This design comes from an exercise in tuning for small area on the open sky130 flow, not from production work.
RTL that was checked went through simulation tests only; none was proved equivalent to the original.
No driver is modelled on the clock port, so clock power and skew are understated where the tree is cut down; a real chip needs a root buffer or a tree.

==> inputs of run Z <==
// pwm_hw
module pwm_hw(
input clk,                    
input reset,                  
input red,                    
input green,                  
input blue,                   
output [19:0] Red_High_HW,    
output [19:0] Red_Low_HW,     
output [19:0] Green_High_HW,  
output [19:0] Green_Low_HW,   
output [19:0] Blue_High_HW,   
output [19:0] Blue_Low_HW     
             );
HW_PWM Red  (.clk(clk), .reset(reset), .Colour_input(red),   .High_Count(Red_High_HW),   .Low_Count(Red_Low_HW));
HW_PWM Green(.clk(clk), .reset(reset), .Colour_input(green), .High_Count(Green_High_HW), .Low_Count(Green_Low_HW));
HW_PWM Blue (.clk(clk), .reset(reset), .Colour_input(blue),  .High_Count(Blue_High_HW),  .Low_Count(Blue_Low_HW));
endmodule
==> module HW_PWM, before the edit <==
module HW_PWM(
input clk,
input reset,
input Colour_input,
output reg [19:0] High_Count,
output reg [19:0] Low_Count
            );
reg PrevPwm;
reg [19:0] Count;
wire rise = Colour_input & ~PrevPwm;
wire fall = ~Colour_input & PrevPwm;
wire run  = reset & ~(Colour_input ^ PrevPwm);    
wire ld_high   = reset & fall;
wire hold_high = reset & ~fall;
wire ld_low    = reset & rise;
wire hold_low  = reset & ~rise;
wire [19:0] c;
wire [4:0]  g;                 
wire [4:0]  p;                 
genvar j;
generate
    for (j = 0; j < 5; j = j + 1) begin : grp
        assign g[j] = &Count[4*j+3:4*j];
        assign c[4*j]   = p[j];
        assign c[4*j+1] = p[j] & Count[4*j];
        assign c[4*j+2] = p[j] & (&Count[4*j+1:4*j]);
        assign c[4*j+3] = p[j] & (&Count[4*j+2:4*j]);
    end
endgenerate
assign p[0] = 1'b1;
assign p[1] = g[0];
assign p[2] = &g[1:0];
assign p[3] = &g[2:0];
assign p[4] = &g[3:0];
always @(posedge clk) begin
    PrevPwm    <= reset & Colour_input;
    Count      <= {20{run}} & (Count ^ c);
    High_Count <= ({20{ld_high}} & Count) | ({20{hold_high}} & High_Count);
    Low_Count  <= ({20{ld_low}}  & Count) | ({20{hold_low}}  & Low_Count);
end
endmodule
Settings: LEC_CHECK=0, CAP_MARGIN=20, CORE_MARGIN=2, CORE_UTILIZATION=40, GPL_TIMING_DRIVEN=0, PLACE_DENSITY=0.6, SETUP_SLACK_MARGIN=-0.1, SLEW_MARGIN=20; clock period 2.0 ns.
standard.sh (not shown) runs the stock make flow with config.mk's settings and CLKGATE_MAP_FILE= SYNTH_SCRIPT=/design/flow/synth_recipe.tcl, a recipe that flattens the netlist after the stock synthesis.
==> flow/flow/run.sh <==
#!/bin/bash
# Own layout flow: the standard ORFS flow with three changes:
#  - synthesis maps the logic with an area-oriented ABC script (flow/area.abc);
#    everything else in synthesis, including flip-flop mapping, is the standard flow's own
#    synth_recipe.tcl unchanged;
#  - the port buffers are the smallest buffer cell;
#  - the clock tree is built by hand from inverters (flow/cts_hook.tcl).
# Each tool's output goes to flow_make.log here; ORFS keeps per-step logs in orfs/logs.
set -euo pipefail
W="$(cd "$(dirname "$0")/.." && pwd)"
cd "$W"
{
  echo "proc abc {args} {"
  echo "  set i [lsearch -exact \$args -script]"
  echo "  if {\$i >= 0} { lset args [expr {\$i + 1}] $W/flow/area.abc }"
  echo "  yosys abc {*}\$args -dont_use sky130_fd_sc_hd__nor4_*"
  echo "}"
  cat synth_recipe.tcl
} > area_synth.tcl
bash standard.sh finish \
  "SYNTH_SCRIPT=$W/area_synth.tcl" \
  "ADDER_MAP_FILE=" \
  "BUFFER_PORTS_ARGS=-outputs -buffer_cell sky130_fd_sc_hd__buf_1" \
  "PRE_GLOBAL_PLACE_TCL=$W/flow/place_hook.tcl" \
  "RECOVER_POWER=100" \
  "PRE_CTS_TCL=$W/flow/cts_hook.tcl" \
  > flow_make.log 2>&1
==> flow/flow/area.abc <==
strash
&get -n
&fraig -x
&put
strash
&get -n
&dch -f
&nf -R 1000
&put
==> flow/flow/cts_hook.tcl <==
# PRE_CTS_TCL hook: build the clock tree by hand (flow/manual_cts.tcl) from
# inverters, two levels (an even number of inversions): one root inverter on
# the clock port driving leaf inverters, each leaf driving a balanced cluster
# of flip-flops. ORFS's own clock_tree_synthesis and repair_clock_inverters
# are then skipped; the rest of cts.tcl (placement legalisation, timing
# repair) runs as usual.
set ::env(MCTS_NET) clk
set ::env(MCTS_LEAVES) 9
set ::env(MCTS_LEAF) sky130_fd_sc_hd__inv_8
set ::env(MCTS_ROOT) sky130_fd_sc_hd__inv_8
source [file join [file dirname [info script]] manual_cts.tcl]
mcts_build
set_propagated_clock [all_clocks]
proc repair_clock_inverters {args} { puts "repair_clock_inverters skipped: clock tree built by cts_hook.tcl" }
proc clock_tree_synthesis {args} { puts "clock_tree_synthesis skipped: clock tree built by cts_hook.tcl" }
==> flow/flow/manual_cts.tcl <==
proc mcts_split {pins n} {
  if {$n <= 1} { return [list $pins] }
  set xs {}; set ys {}
  foreach p $pins { lappend xs [lindex $p 1]; lappend ys [lindex $p 2] }
  set dx [expr {[tcl::mathfunc::max {*}$xs] - [tcl::mathfunc::min {*}$xs]}]
  set dy [expr {[tcl::mathfunc::max {*}$ys] - [tcl::mathfunc::min {*}$ys]}]
  set idx [expr {$dx >= $dy ? 1 : 2}]
  set sorted [lsort -real -index $idx $pins]
  set n1 [expr {$n / 2}]
  set k [expr {round(double([llength $pins]) * $n1 / $n)}]
  return [concat [mcts_split [lrange $sorted 0 [expr {$k - 1}]] $n1] \
                 [mcts_split [lrange $sorted $k end] [expr {$n - $n1}]]]
}
proc mcts_build {} {
  set db [ord::get_db]
  set block [ord::get_db_block]
  set clknet [$block findNet $::env(MCTS_NET)]
  set pins {}
  foreach it [$clknet getITerms] {
    set inst [$it getInst]
    set bb [$inst getBBox]
    lappend pins [list $it [expr {([$bb xMin] + [$bb xMax]) / 2.0}] [expr {([$bb yMin] + [$bb yMax]) / 2.0}]]
  }
  set nleaf $::env(MCTS_LEAVES)
  set clusters [mcts_split $pins $nleaf]
  set leafm [$db findMaster $::env(MCTS_LEAF)]
  set rootnet $clknet
  if {$::env(MCTS_ROOT) ne ""} {
    set rootm [$db findMaster $::env(MCTS_ROOT)]
    set root [odb::dbInst_create $block $rootm mcts_root]
    set rootnet [odb::dbNet_create $block mcts_clk_root]
    $rootnet setSigType CLOCK
    [$root findITerm A] connect $clknet
    [$root findITerm [expr {[$root findITerm X] ne "NULL" ? "X" : "Y"}]] connect $rootnet
  }
  set i 0; set sx 0; set sy 0
  foreach c $clusters {
    set net [odb::dbNet_create $block mcts_clk_$i]
    $net setSigType CLOCK
    set inst [odb::dbInst_create $block $leafm mcts_leaf_$i]
    set cx 0; set cy 0
    foreach p $c {
      set it [lindex $p 0]
      $it disconnect
      $it connect $net
      set cx [expr {$cx + [lindex $p 1]}]; set cy [expr {$cy + [lindex $p 2]}]
    }
    set cx [expr {int($cx / [llength $c])}]; set cy [expr {int($cy / [llength $c])}]
    $inst setLocation $cx $cy
    $inst setPlacementStatus PLACED
    [$inst findITerm A] connect $rootnet
    set out [$inst findITerm X]
    if {$out eq "NULL"} { set out [$inst findITerm Y] }
    $out connect $net
    puts "mcts leaf $i: [llength $c] sinks at $cx $cy"
    set sx [expr {$sx + $cx}]; set sy [expr {$sy + $cy}]
    incr i
  }
  if {$::env(MCTS_ROOT) ne ""} {
    $root setLocation [expr {int($sx / $i)}] [expr {int($sy / $i)}]
    $root setPlacementStatus PLACED
  }
}
==> flow/flow/place_hook.tcl <==
# PRE_GLOBAL_PLACE_TCL hook: buffer the input ports with buf_2 here; ORFS's own
# buffer_ports call that follows buffers the output ports (BUFFER_PORTS_ARGS).
buffer_ports -inputs -buffer_cell sky130_fd_sc_hd__buf_2
==> inputs of run X, as changes to run Z <==
--- a/flow/design.v
+++ b/flow/design.v
@@ -31,27 +31,9 @@
 wire hold_high = reset & ~fall;
 wire ld_low    = reset & rise;
 wire hold_low  = reset & ~rise;
-wire [19:0] c;
-wire [4:0]  g;                 
-wire [4:0]  p;                 
-genvar j;
-generate
-    for (j = 0; j < 5; j = j + 1) begin : grp
-        assign g[j] = &Count[4*j+3:4*j];
-        assign c[4*j]   = p[j];
-        assign c[4*j+1] = p[j] & Count[4*j];
-        assign c[4*j+2] = p[j] & (&Count[4*j+1:4*j]);
-        assign c[4*j+3] = p[j] & (&Count[4*j+2:4*j]);
-    end
-endgenerate
-assign p[0] = 1'b1;
-assign p[1] = g[0];
-assign p[2] = &g[1:0];
-assign p[3] = &g[2:0];
-assign p[4] = &g[3:0];
 always @(posedge clk) begin
     PrevPwm    <= reset & Colour_input;
-    Count      <= {20{run}} & (Count ^ c);
+    Count      <= {20{run}} & (Count + 20'd1);
     High_Count <= ({20{ld_high}} & Count) | ({20{hold_high}} & High_Count);
     Low_Count  <= ({20{ld_low}}  & Count) | ({20{hold_low}}  & Low_Count);
 end
==> flow/flow/run.sh (replaced) <==
#!/bin/bash
# Own layout flow: the standard ORFS flow with three changes:
#  - synthesis maps the logic with an area-oriented ABC script (flow/area.abc);
#    everything else in synthesis, including flip-flop mapping, is the standard flow's own
#    synth_recipe.tcl unchanged;
#  - the port buffers are the smallest buffer cell;
#  - clock tree synthesis uses small clock buffers and no dummy load cells.
# Each tool's output goes to flow_make.log here; ORFS keeps per-step logs in orfs/logs.
set -euo pipefail
W="$(cd "$(dirname "$0")/.." && pwd)"
cd "$W"
{
  echo "proc abc {args} {"
  echo "  set i [lsearch -exact \$args -script]"
  echo "  if {\$i >= 0} { lset args [expr {\$i + 1}] $W/flow/area.abc }"
  echo "  yosys abc {*}\$args"
  echo "}"
  cat synth_recipe.tcl
} > area_synth.tcl
bash standard.sh finish \
  "SYNTH_SCRIPT=$W/area_synth.tcl" \
  "BUFFER_PORTS_ARGS=-buffer_cell sky130_fd_sc_hd__buf_1" \
  "CTS_ARGS=-sink_clustering_enable -repair_clock_nets -dont_use_dummy_load -buf_list {sky130_fd_sc_hd__clkbuf_8} -root_buf sky130_fd_sc_hd__clkbuf_8 -sink_clustering_size 20" \
  > flow_make.log 2>&1
--- a/flow/config.mk
+++ b/flow/config.mk
@@ -10,5 +10,4 @@
 export CORE_UTILIZATION = 40
 export GPL_TIMING_DRIVEN = 0
 export PLACE_DENSITY = 0.6
-export SETUP_SLACK_MARGIN = -0.1
 export SLEW_MARGIN = 20
removed: flow/flow/cts_hook.tcl
removed: flow/flow/manual_cts.tcl
removed: flow/flow/place_hook.tcl
==> inputs of run E, as changes to run Z <==
==> flow/flow/run.sh (replaced) <==
#!/bin/bash
# Own layout flow: the standard ORFS flow (standard.sh) with these changes:
#  - synthesis: the standard flow's synth_recipe.tcl (ORFS synthesis, flip-flop mapping,
#    flatten and renames unchanged), except that the logic is mapped by ABC
#    with the area-oriented script flow/area.abc and without the slow nor4
#    cells, and ORFS's half/full-adder extraction is off (ADDER_MAP_FILE=);
#  - the port buffers are the smallest buffer cell (buf_1);
#  - the clock tree is built by hand from inverters (flow/cts_hook.tcl);
#  - the global-route stage recovers area on non-critical gates
#    (RECOVER_POWER), and timing repair stops at the margin in config.mk.
# make's output goes to flow_make.log here; ORFS writes each step's tool log
# under orfs/logs.
set -euo pipefail
W="$(cd "$(dirname "$0")/.." && pwd)"
cd "$W"
{
  echo "proc abc {args} {"
  echo "  set i [lsearch -exact \$args -script]"
  echo "  if {\$i >= 0} { lset args [expr {\$i + 1}] $W/flow/area.abc }"
  echo "  yosys abc {*}\$args -dont_use sky130_fd_sc_hd__nor4_*"
  echo "}"
  cat synth_recipe.tcl
} > area_synth.tcl
bash standard.sh finish \
  "SYNTH_SCRIPT=$W/area_synth.tcl" \
  "ADDER_MAP_FILE=" \
  "BUFFER_PORTS_ARGS=-buffer_cell sky130_fd_sc_hd__buf_1" \
  "RECOVER_POWER=100" \
  "PRE_CTS_TCL=$W/flow/cts_hook.tcl" \
  > flow_make.log 2>&1
==> flow/flow/area.abc (replaced) <==
strash
&get -n
&fraig -x
&put
strash
&get -n
&dch -f
&nf -R 1000 -E 20
&put
--- a/flow/flow/manual_cts.tcl
+++ b/flow/flow/manual_cts.tcl
@@ -1,3 +1,10 @@
+# Manual clock tree: the clock net's sinks (the flip-flops) are split into
+# balanced clusters by recursive bisection of their placement; each cluster gets
+# a leaf driver at its centroid. The leaves are fed through one root driver at
+# the leaves' centroid (or from the clock net directly if MCTS_ROOT is empty).
+# Detailed placement afterwards legalises the new cells.
+# Env: MCTS_NET (clock net), MCTS_LEAVES (count), MCTS_LEAF (cell),
+# MCTS_ROOT (cell or empty).
 proc mcts_split {pins n} {
   if {$n <= 1} { return [list $pins] }
   set xs {}; set ys {}
--- a/flow/config.mk
+++ b/flow/config.mk
@@ -7,8 +7,8 @@
 export LEC_CHECK = 0
 export CAP_MARGIN = 20
 export CORE_MARGIN = 2
-export CORE_UTILIZATION = 40
+export CORE_UTILIZATION = 55
 export GPL_TIMING_DRIVEN = 0
-export PLACE_DENSITY = 0.6
-export SETUP_SLACK_MARGIN = -0.1
+export PLACE_DENSITY = 0.7000000000000001
+export SETUP_SLACK_MARGIN = -0.05
 export SLEW_MARGIN = 20
removed: flow/flow/place_hook.tcl
==> impl_metrics.json <==
{
  "synth_area_per_cell_um2": 11.7,
  "timing.critical_path.fanout_max": 6,
  "power_frac_seq_pct": 70.4,
  "grt_pass1_vias": 4031,
  "multi_input_area_share_pct": 32.2,
  "post_synth_instance_area_um2": 5740,
  "maximum_number_of_pins_on_one_net_before_global_route_repair": 22,
  "post_drt_wl_per_cell_um": 15.8,
  "synth.lib_cells_used.distinct": 18,
  "met3WireLength_um": 668,
  "dieArea_um2": 11300,
  "area_growth_pct": 14.9,
  "layout.comb_gates.multi_input": 303,
  "detailroute.wirelength.met2_mm": 5.50,
  "synth-seq-area-share_pct": 63.8,
  "dp_worst_slack_ns": -0.576,
  "place.detailed.hpwl_mm": 8.25,
  "layout_setup_ws_ns": 0.0504,
  "result_of_the_run": "finished clean",
  "fin_nets": 636,
  "power_density_nw_per_um2": 792
}
[end of results for run E]
==> impl_metrics.json <==
{
  "result_of_the_run": "finished clean",
  "fin_nets": 642,
  "area_growth_pct": 16.2,
  "met3WireLength_um": 757,
  "timing.critical_path.fanout_max": 7,
  "layout.comb_gates.multi_input": 310,
  "place.detailed.hpwl_mm": 8.85,
  "post_synth_instance_area_um2": 5750,
  "detailroute.wirelength.met2_mm": 6.11,
  "maximum_number_of_pins_on_one_net_before_global_route_repair": 22,
  "power_frac_seq_pct": 70.0,
  "multi_input_area_share_pct": 32.0,
  "synth-seq-area-share_pct": 63.7,
  "post_drt_wl_per_cell_um": 16.0,
  "grt_pass1_vias": 4159,
  "synth.lib_cells_used.distinct": 17,
  "dp_worst_slack_ns": -0.529
}
[end of results for run Z]
==> impl_metrics.json <==
{
  "multi_input_area_share_pct": 34.5,
  "power_frac_seq_pct": 64.5,
  "layout.comb_gates.multi_input": 356,
  "area_growth_pct": 16.8,
  "result_of_the_run": "finished clean",
  "grt_pass1_vias": 4570,
  "timing.critical_path.fanout_max": 4,
  "synth-seq-area-share_pct": 59.9,
  "dp_worst_slack_ns": -0.310,
  "layout_setup_ws_ns": 0.166,
  "detailroute.wirelength.met2_mm": 6.80
}
[end of results for run X]
Function not checked in run X: the RTL went through the layout flow alone. In run Z and run E the design's own scripts or RTL, not TritonCTS, make the clock network.

==> port drivers added, routing unchanged <==
How much do the figures lean on ideal ports? The routed layouts below were timed once more, with nothing changed but the port constraints.
Step 1 sets driving cells, clkbuf_16 on the clock port and buf_2 on the other inputs (assumed; they add their load-dependent delay and slew).
Step 2, shift: input delay + t, output delay - t, t = (earliest + latest rising clock arrival at the registers) / 2. This alone moves slack from input paths to output paths.
Slacks: no drivers / after step 1 / after step 2; pairs: no drivers / after step 1.
run	shift t [ns]	slack for setup (ns)	clock arrival spread, ns
run Z	0.288	0.060 / 0.060 / -0.226	0.009 / 0.009
run X	0.478	0.166 / 0.166 / -0.143	0.026 / 0.026
run E	0.276	0.050 / 0.050 / -0.081	0.009 / 0.008
Met with ideal ports but missed after step 2: setup timing in every run listed. For run X, which loses most, drivers alone change the setup slack by 0.000 ns; drivers and shift together by -0.309 ns.
